This is an optimization exercise on Yosys and OpenROAD, whose aim is small area, a short achievable clock period and few clock cycles per item, not a production implementation.
At most, simulation tests tie the RTL to the original design; equivalence was not proved.
No functional check of the RTL was part of run 2.

## flow/design.v (module list and top-level ports; edited modules follow where they fit)
// module ahb_lite_fir_filter: 609 lines
module ahb_lite_fir_filter(
    input clk,
          n_rst,
    input logic hsel,
    input logic [3:0] haddr,
    input logic hsize,
    input logic [1:0] htrans,
    input logic hwrite,
    input logic [15:0] hwdata,
    output logic [15:0] hrdata,
    output logic hresp
);
  // ...
==> flow/flow/run.sh <==
#!/bin/bash
# The standard layout, with timing repair aimed at a setup slack margin
# (a shorter achieved period than the 12 ns constraint) and port buffers of a
# regular buffer cell. The clock and constraints are the standard flow's own.
set -euo pipefail
MARGIN=${MARGIN:-6.5}
bash standard.sh "SETUP_SLACK_MARGIN=$MARGIN" \
    "BUFFER_PORTS_ARGS=-buffer_cell sky130_fd_sc_hd__buf_2" finish > standard_flow.log 2>&1
==> flow/standard.sh <==
#!/bin/bash
# synth_recipe.tcl (not shown) runs the flow's synth.tcl, then flattens the netlist and writes it again
# the make line also repeats each setting of config.mk as NAME=value (left out here)
make -C /OpenROAD-flow-scripts/flow DESIGN_CONFIG=/design/flow/config.mk WORK_HOME=/design/flow/orfs CLKGATE_MAP_FILE= SYNTH_SCRIPT=/design/flow/synth_recipe.tcl "${@:-finish}"
==> flow/config.mk <==
export PLATFORM = sky130hd
export DESIGN_NAME = ahb_lite_fir_filter
export DESIGN_NICKNAME = ahb_lite_fir_filter
export VERILOG_FILES = /design/flow/design.v
export SDC_FILE = /design/flow/constraint.sdc
export NUM_CORES = 4
export LEC_CHECK = 0
export ABC_CLOCK_PERIOD_IN_PS = 5500
export CAP_MARGIN = 20
export CORE_MARGIN = 2
export CORE_UTILIZATION = 40
export SLEW_MARGIN = 20
==> flow/constraint.sdc <==
create_clock -name core_clock -period 12.0 [get_ports {clk}]
set_input_delay 2.4000 -clock core_clock [delete_from_list [all_inputs] [get_ports {clk}]]
set_output_delay 2.4000 -clock core_clock [all_outputs]
set_load 0.01 [all_outputs]
==> qor.yml, run 1 <==
status: "no timing/DRC/antenna violations"
synth_area_leaders: "dfrtp_1 (28%), fa_1 (17%), mux2_2 (9.7%)"
fill_cells: 5242
gr-total-overflow: 0
min_period_over_period_pct: 49.1
drive_gt1_share_pct: 23.3
hp-class: "reg -> reg"
drt_iter0_markers: 1017
setup_viol_count_final: 0
yosys.area_share.simple_pct: 9.92
largest_class: "multi-input combinational cells"
place_ws_ps: 5540
hold_viol: 0
path_cells: "buf_8 -> buf_4 -> a22oi_1 -> xnor2_1 -> fa_1 -> fa_1 -> inv_1 -> fa_1 -> inv_1 -> xnor2_2 -> fa_1 -> ha_4 -> o21a_1 -> o21ai_1 -> a31oi_2 -> o31a_2 -> a21oi_4 -> or4_4 -> nand3_4 -> ha_4 -> xor2_2 -> o21a_1 -> a311oi_2"
cp-end-kind: "flip-flop"
rsz0062_at_grt: "yes"
num_vias: 16390
synth.avg_cell_area_um2: 10.4
cts_sinks: 331
crit_top_cell: "fa_1"
synth_top_area_share_pct: 27.8
grt_max_degree: 85
cp_num_cells: 23
grt_pass1_vias: 16894
synth_fa_ha_area_share_pct: 21.5
Testbench counts, summed over its fixed seeds: cycles 2,064, samples 512.
==> run 2, diff against run 1 <==
--- a/flow/design.v
+++ b/flow/design.v
@@ -474,41 +474,52 @@
     assign m2_w141 = ((bo_one[3] & b2[14]) | (bo_two[3] & b2[13])) ^ m2_w99 ^ m2_w98;
     assign m2_w142 = (((bo_one[3] & b2[14]) | (bo_two[3] & b2[13])) & m2_w99) | (m2_w98 & (((bo_one[3] & b2[14]) | (bo_two[3] & b2[13])) ^ m2_w99));
     assign m2_w143 = ~bo_neg[2] ^ ((bo_one[3] & b2[15]) | (bo_two[3] & b2[14])) ^ m2_w100;
     assign m2_w144 = (~bo_neg[2] & ((bo_one[3] & b2[15]) | (bo_two[3] & b2[14]))) | (m2_w100 & (~bo_neg[2] ^ ((bo_one[3] & b2[15]) | (bo_two[3] & b2[14]))));
     assign m2_w145 = 1'b1 ^ ((bo_two[3] & b2[15]));
     assign m2_w146 = 1'b1 & ((bo_two[3] & b2[15]));
     assign m2_r0 = {m2_w145, m2_w142, m2_w141, m2_w138, m2_w136, m2_w134, m2_w132, m2_w130, m2_w128, m2_w126, m2_w124, m2_w122, m2_w120, m2_w118, m2_w116, m2_w114, m2_w112, m2_w110, m2_w108, m2_w106, m2_w104, m2_w102, (((bo_one[0] & b2[0])) ^ bo_neg[0])};
     assign m2_r1 = {m2_w144, m2_w143, m2_w140, m2_w139, m2_w137, m2_w135, m2_w133, m2_w131, m2_w129, m2_w127, m2_w125, m2_w123, m2_w121, m2_w119, m2_w117, m2_w115, m2_w113, m2_w111, m2_w109, m2_w107, m2_w105, m2_w103, m2_w101};
-    logic [L:0]  m2_lo;
-    logic [15:0] s16, c16;
-    logic        c_lo;
-    assign m2_lo = {1'b0, m2_r0[L-1:0]} + {1'b0, m2_r1[L-1:0]} + {{L{1'b0}}, s1k};
-    assign c_lo  = m2_lo[L];
+    logic [L+1:0] m2_lo;
+    logic [15:0]  s16, c16;
+    logic         c_lo;
+    assign m2_lo = {1'b0, m2_r0[L-1:0], 1'b1} + {1'b0, m2_r1[L-1:0], s1k};
+    assign c_lo  = m2_lo[L+1];
     assign s16   = m2_r0[L+15:L];
     assign c16   = m2_r1[L+15:L];
-    logic [16:0] wsum;
+    logic [17:0] wsum;
     logic        w;                         
-    assign wsum  = {1'b0, s16} + {1'b0, c16} + {16'd0, c_lo};
-    assign w     = wsum[16];
-    logic [17:0] nb_x, ap_y, s18, c18, v1, v2, u1, u2;
+    assign wsum  = {1'b0, s16, 1'b1} + {1'b0, c16, c_lo};
+    assign w     = wsum[17];
+    logic [17:0] nb_x, ap_y, ra, rb, x1, y1, x2, y2, v1, v2, u1, u2;
+    logic [18:0] v2c;
     logic        sub;
     assign sub  = k_t1 | k_t3;
     assign nb_x = k_t2 ? 18'h3FFFF : nb;
     assign ap_y = k_t2 ? 18'd1 : ap;
-    assign s18  = {2'b00, s16} ^ {18{sub}};
-    assign c18  = {2'b00, c16} ^ {18{sub}};
-    assign v1   = nb_x + s18 + c18 + {17'd0, sub} + {17'd0, c_lo ^ sub};    
-    assign v2   = {2'b00, s16} + {2'b00, c16} + {17'd0, c_lo} + ~ap_y + 18'd1;   
-    assign u1   = {v1[17:16] + (sub ? {1'b0, w} : -{1'b0, w}), v1[15:0]};
+    assign ra   = {2'b00, s16};
+    assign rb   = {2'b00, c16};
+    logic [17:0] a1x, a2x;
+    assign a1x  = nb_x ^ {18{sub}};
+    assign a2x  = ~ap_y;
+    logic [17:0] q1, q2;
+    assign x1   = a1x ^ ra ^ rb;
+    assign q1   = (a1x & ra) | (rb & (a1x ^ ra));
+    assign y1   = {q1[16:0], c_lo};
+    assign x2   = a2x ^ ra ^ rb;
+    assign q2   = (a2x & ra) | (rb & (a2x ^ ra));
+    assign y2   = {q2[16:0], 1'b1};
+    assign v1   = x1 + y1;
+    assign v2c  = {x2, 1'b1} + {y2, c_lo};
+    assign v2   = v2c[18:1];
+    assign u1   = sub ? {~v1[17:16] + {1'b0, w}, ~v1[15:0]} : {v1[17:16] - {1'b0, w}, v1[15:0]};
     assign u2   = {v2[17:16] - {1'b0, w}, v2[15:0]};
     logic err_new;
-    assign err_new = (w ? (v2[17:16] == 2'b10) : (v2[17:16] == 2'b01)) |
-                     (w ? (v1[17:16] == 2'b11) : (v1[17:16] == 2'b10));
+    assign err_new = (v1[17] & ~(v1[16] ^ w)) | ((v2[17] ^ v2[16]) & ~(v2[17] ^ w));
     logic busy, err_bit;
     assign busy    = wr_pend | samp_pend | r14[0];
     assign err_bit = k_t0 ? err_new : err;
     logic [15:0] mag, pdata, rdata;
     assign mag = res[16] ? (~res[15:0] + 16'd1) : res[15:0];
     always_comb begin
         case (haddr[3:1])
             3'd0:    pdata = {7'd0, err_bit, 7'd0, busy};
==> qor.yml, run 2 <==
rr_worst_depth: 26  # was 23
placed_cells: 2993  # was 2900
num_vias: 17044  # was 16390
cts_buffers: 37  # unchanged
synth_fa_ha_area_share_pct: 20.9  # was 21.5%
dieArea_um2: 59500  # was 59000 um^2
cp-end-kind: "flip-flop"  # unchanged
arrival_ps: 6300  # was 6350 ps
hold_viol: 0  # unchanged
cp_max_fo: 5  # was 9
status: "no timing/DRC/antenna violations"  # unchanged
io_pins: 44  # unchanged
cts_sinks: 331  # unchanged
drive_gt1_share_pct: 22.8  # was 23.3%
clock_latency_ps: 570  # about the same
yosys.area_share.simple_pct: 9.84  # was 9.92%
dr.pass1.iters: 6  # was 5
synth_cell_types: 72  # was 87
diodes: 0  # was 1
crit_buf_inv: 5  # was 4
slew_headroom_pct: 24.4  # was 21.2%
synth.area.mux_share_pct: 11.0  # was 11.7%
synth_top_cell_by_area: "dfrtp_1"  # unchanged
htree_levels: 2  # unchanged
vias_per_cell: 5.45  # was 5.44
synth_most_common_cell: "dfrtp_1"  # unchanged
cp_slowest_stage_delay_ps: 540  # was 580 ps
gr-usage-met2_pct: 35.7  # was 35.5%
synth_top_area_share_pct: 27.6  # was 27.8%
cts-root-buf: "clkbuf_16"  # unchanged
timing.fmax_mhz: 172  # was 170 MHz
ys_warn_count: 1  # unchanged
ys_ff_latch: 331  # unchanged
crit_start: "bo_two[0]"  # unchanged
start_util_pct: 40.6  # was 40.5%
die_w_um: 244  # was 243 um
portBuffers: 43  # unchanged
min_period_ps: 5820  # was 5890 ps
wl_um: 64500  # was 62200 um
worstSetupStartpointType: "flip-flop"  # unchanged
num_rows: 87  # unchanged
synth_nets: 2580  # was 2490
syn2layout_area_growth_pct: 15.3  # was 14.2%
drcViolationCount: 0  # unchanged
cp_slowest_cell: "fa_2"  # was fa_1
worstSetupPathType: "reg -> reg"  # unchanged
path_clk_slew_ps: 60  # about the same
synth.avg_cell_area_um2: 10.1  # was 10.4 um^2
synth_edf_count: 0  # unchanged
synthCells: 2275  # was 2186
skew_ps: 32.2  # was 28.8 ps
maxCapViolCount: 0  # unchanged
clockBufferDepth: 3  # unchanged
top_usage_layer: "met2"  # unchanged
antenna_found_initial: 3  # was 1
grt_util_met1_pct: 29.6  # was 29.0%
hp-start: "r15[5]"  # was nb[6]
hp-class: "reg -> reg"  # unchanged
place_congestion: 0.898  # was 0.868
gr-usage-met3_pct: 3.33  # was 2.70%
synthTopCellsByCount: "dfrtp_1 (254), inv_1 (253), mux2_2 (196), nand2_1 (190), nor2_1 (187)"  # was dfrtp_1 (254), inv_1 (242), nand2_1 (208), mux2_2 (196), fa_1 (190)
setup_viol_count_final: 0  # unchanged
r2r-start: "bo_two[0]"  # unchanged
final.setup.tns_ps: 0  # unchanged
drt_iter0_markers: 1276  # was 1017
worst_pin_slew_ps: 1130  # was 1150 ps
grt_max_degree: 79  # was 85
final_cell_mix: "dfrtp_1 (254), inv_1 (243), mux2_2 (195)"  # was dfrtp_1 (253), inv_1 (237), nand2_1 (207)
synth_top_family_by_area: "adder cells"  # unchanged
crit_family: "adder cells"  # unchanged
min_period_over_period_pct: 48.5  # was 49.1%
ys_seq_area_share_pct: 34.8  # was 35.1%
final_cells: 3129  # was 3011
final_max_slew_viol_count: 0  # unchanged
synth-xor-area-share_pct: 5.21  # was 4.87%
grt_use_total_pct: 21.9  # was 21.2%
core_um2: 56700  # was 56400 um^2
final_common_cell: "dfrtp_1"  # unchanged
rsz0062_at_grt: "yes"  # unchanged
reg_top3: "ap (18), nb (18), res (17)"  # unchanged
synthFlopType: "dfrtp_1"  # unchanged
synth_area_um2: 23000  # was 22800 um^2
gr-total-overflow: 0  # unchanged
grt_pass1_wl_um: 102000  # was 97800 um
synth_compound_area_share_pct: 12.1  # was 10.8%
hold_depth: 2  # unchanged
cp_num_cells: 26  # was 23
finalNetCount: 2652  # was 2530
async_flop_share_pct: 82.5  # unchanged
dpl.hpwl_um: 45300  # was 43600 um
antenna_left: 0  # unchanged
die_h_um: 244  # was 243 um
grt_pass1_vias: 17665  # was 16894
critPathRequiredTime_ps: 12480  # was 12460 ps
synth_area_leaders: "dfrtp_1 (28%), fa_1 (15%), mux2_2 (9.6%)"  # was dfrtp_1 (28%), fa_1 (17%), mux2_2 (9.7%)
wl_per_cell_um: 20.6  # about the same
cts_tree: "yes"  # unchanged
==> run 2: cell count changes in the layout (fill, tap and decap cells not counted), moves of 16 or more <==
cell | before | now
nand2_1 | 207 | 187
nor2_1 | 148 | 184
xnor2_1 | 70 | 100
a21o_1 | 10 | 27
fa_1 | 184 | 168
buf_4 | 59 | 91
or2_2 | 20 | 4
xor2_1 | 49 | 32
o21ai_0 | 69 | 93
a21oi_1 | 52 | 72
==> run 2: layout make-up <==
type,count,area [um^2]
fillers,5264,30200
multi-input cells,1572,14100
flip-flops and latches,331,8080
repair buffers,150,1220
clock buffers,52,1070
inverters,255,962
well taps,756,946
clock inverters,13,223
==> run 2: what timing repair did <==
item / 4_1_cts / 5_1_grt
buffers inserted: 47 / 21
setup endpoints to repair: 42 / 21
pin swaps: 18 / 45
hold buffers: 0 / 0
hold endpoints to repair: 0 / 0
cloned: 3 / 0
gates resized for setup: 84 / 58
==> run 2: cells by family (layout without fill, tap and decap cells) <==
| group | Yosys count | count (layout) |
|---|---|---|
| and+or+nand+nor | 513 | 513 |
| AOI/OAI and AO/OA | 414 | 414 |
| buffers and inverters | 372 | 470 |
| DFF | 331 | 331 |
| adders and majority gates | 279 | 279 |
| muxes | 229 | 229 |
| xor gates and xnor gates | 137 | 137 |
==> run 2: per-layer routing <==
| layer | wire length [um] | share of wire (%) |
|---|---|---|
| met1 | 28200 | 44 |
| met5 | 34 | 0.053 |
| met4 | 2100 | 3.3 |
| met2 | 30500 | 47 |
| met3 | 3740 | 5.8 |
==> run 2: final timing paths <==
check	slack [ps]	endpoint
max	6180	hrdata[0]
min	470	r15[5]
max reg2reg	6180	hrdata[0]
min reg2reg	470	r15[5]
max in group asynchronous	8000	f3[7]
min in group asynchronous	1750	ap[12]
==> run 2: stage by stage <==
step           hold WS (ps)  setup slack, ps  area [um^2]  utilization [%]
6_report                475             6180        26600             46.8
5_1_grt                 502             5940        26600             46.8
4_1_cts                 475             6260        26200             46.1
3_5_place_dp            460             5070        24100             42.5
3_3_place_gp            455             5200        24100             42.5
2_1_floorplan           440             6260        23200                -
==> run 2: tightest hold or removal path: stages (launching register included) <==
cell     delay [ps]
dfrtp_1         340
nand2_1          50
nand2_1          60

-- afterwards: timing with drivers on the ports --
No port has a modelled driver above. Below, the same layouts with a new extraction and two added sets of constraints. Step 1 (the two cells are an assumption about what drives the block):
set clk [get_ports {clk}]
set_driving_cell -lib_cell sky130_fd_sc_hd__clkbuf_16 $clk
set_driving_cell -lib_cell sky130_fd_sc_hd__buf_2 [delete_from_list [all_inputs] $clk]
Step 2 moves the port delays by t, midway between the first and last clock arrival at a register: inputs arrive t later, outputs are due t later. That takes back most of the time a late clock gives input paths. Three values: ideal, step 1, step 2; two values: the first two.
run	t, ns	slack for setup (ns)	worst setup path at the end	worst data-port slew with drivers (ns)
run 1	0.612	6.113 / 6.113 / 6.091	input to register	0.09
run 2	0.617	6.180 / 6.180 / 6.073	input to register	0.08
After both steps setup and hold are still met in every run listed. For run 2, which loses most, drivers alone change the setup slack by 0.000 ns; drivers and shift together by -0.107 ns.
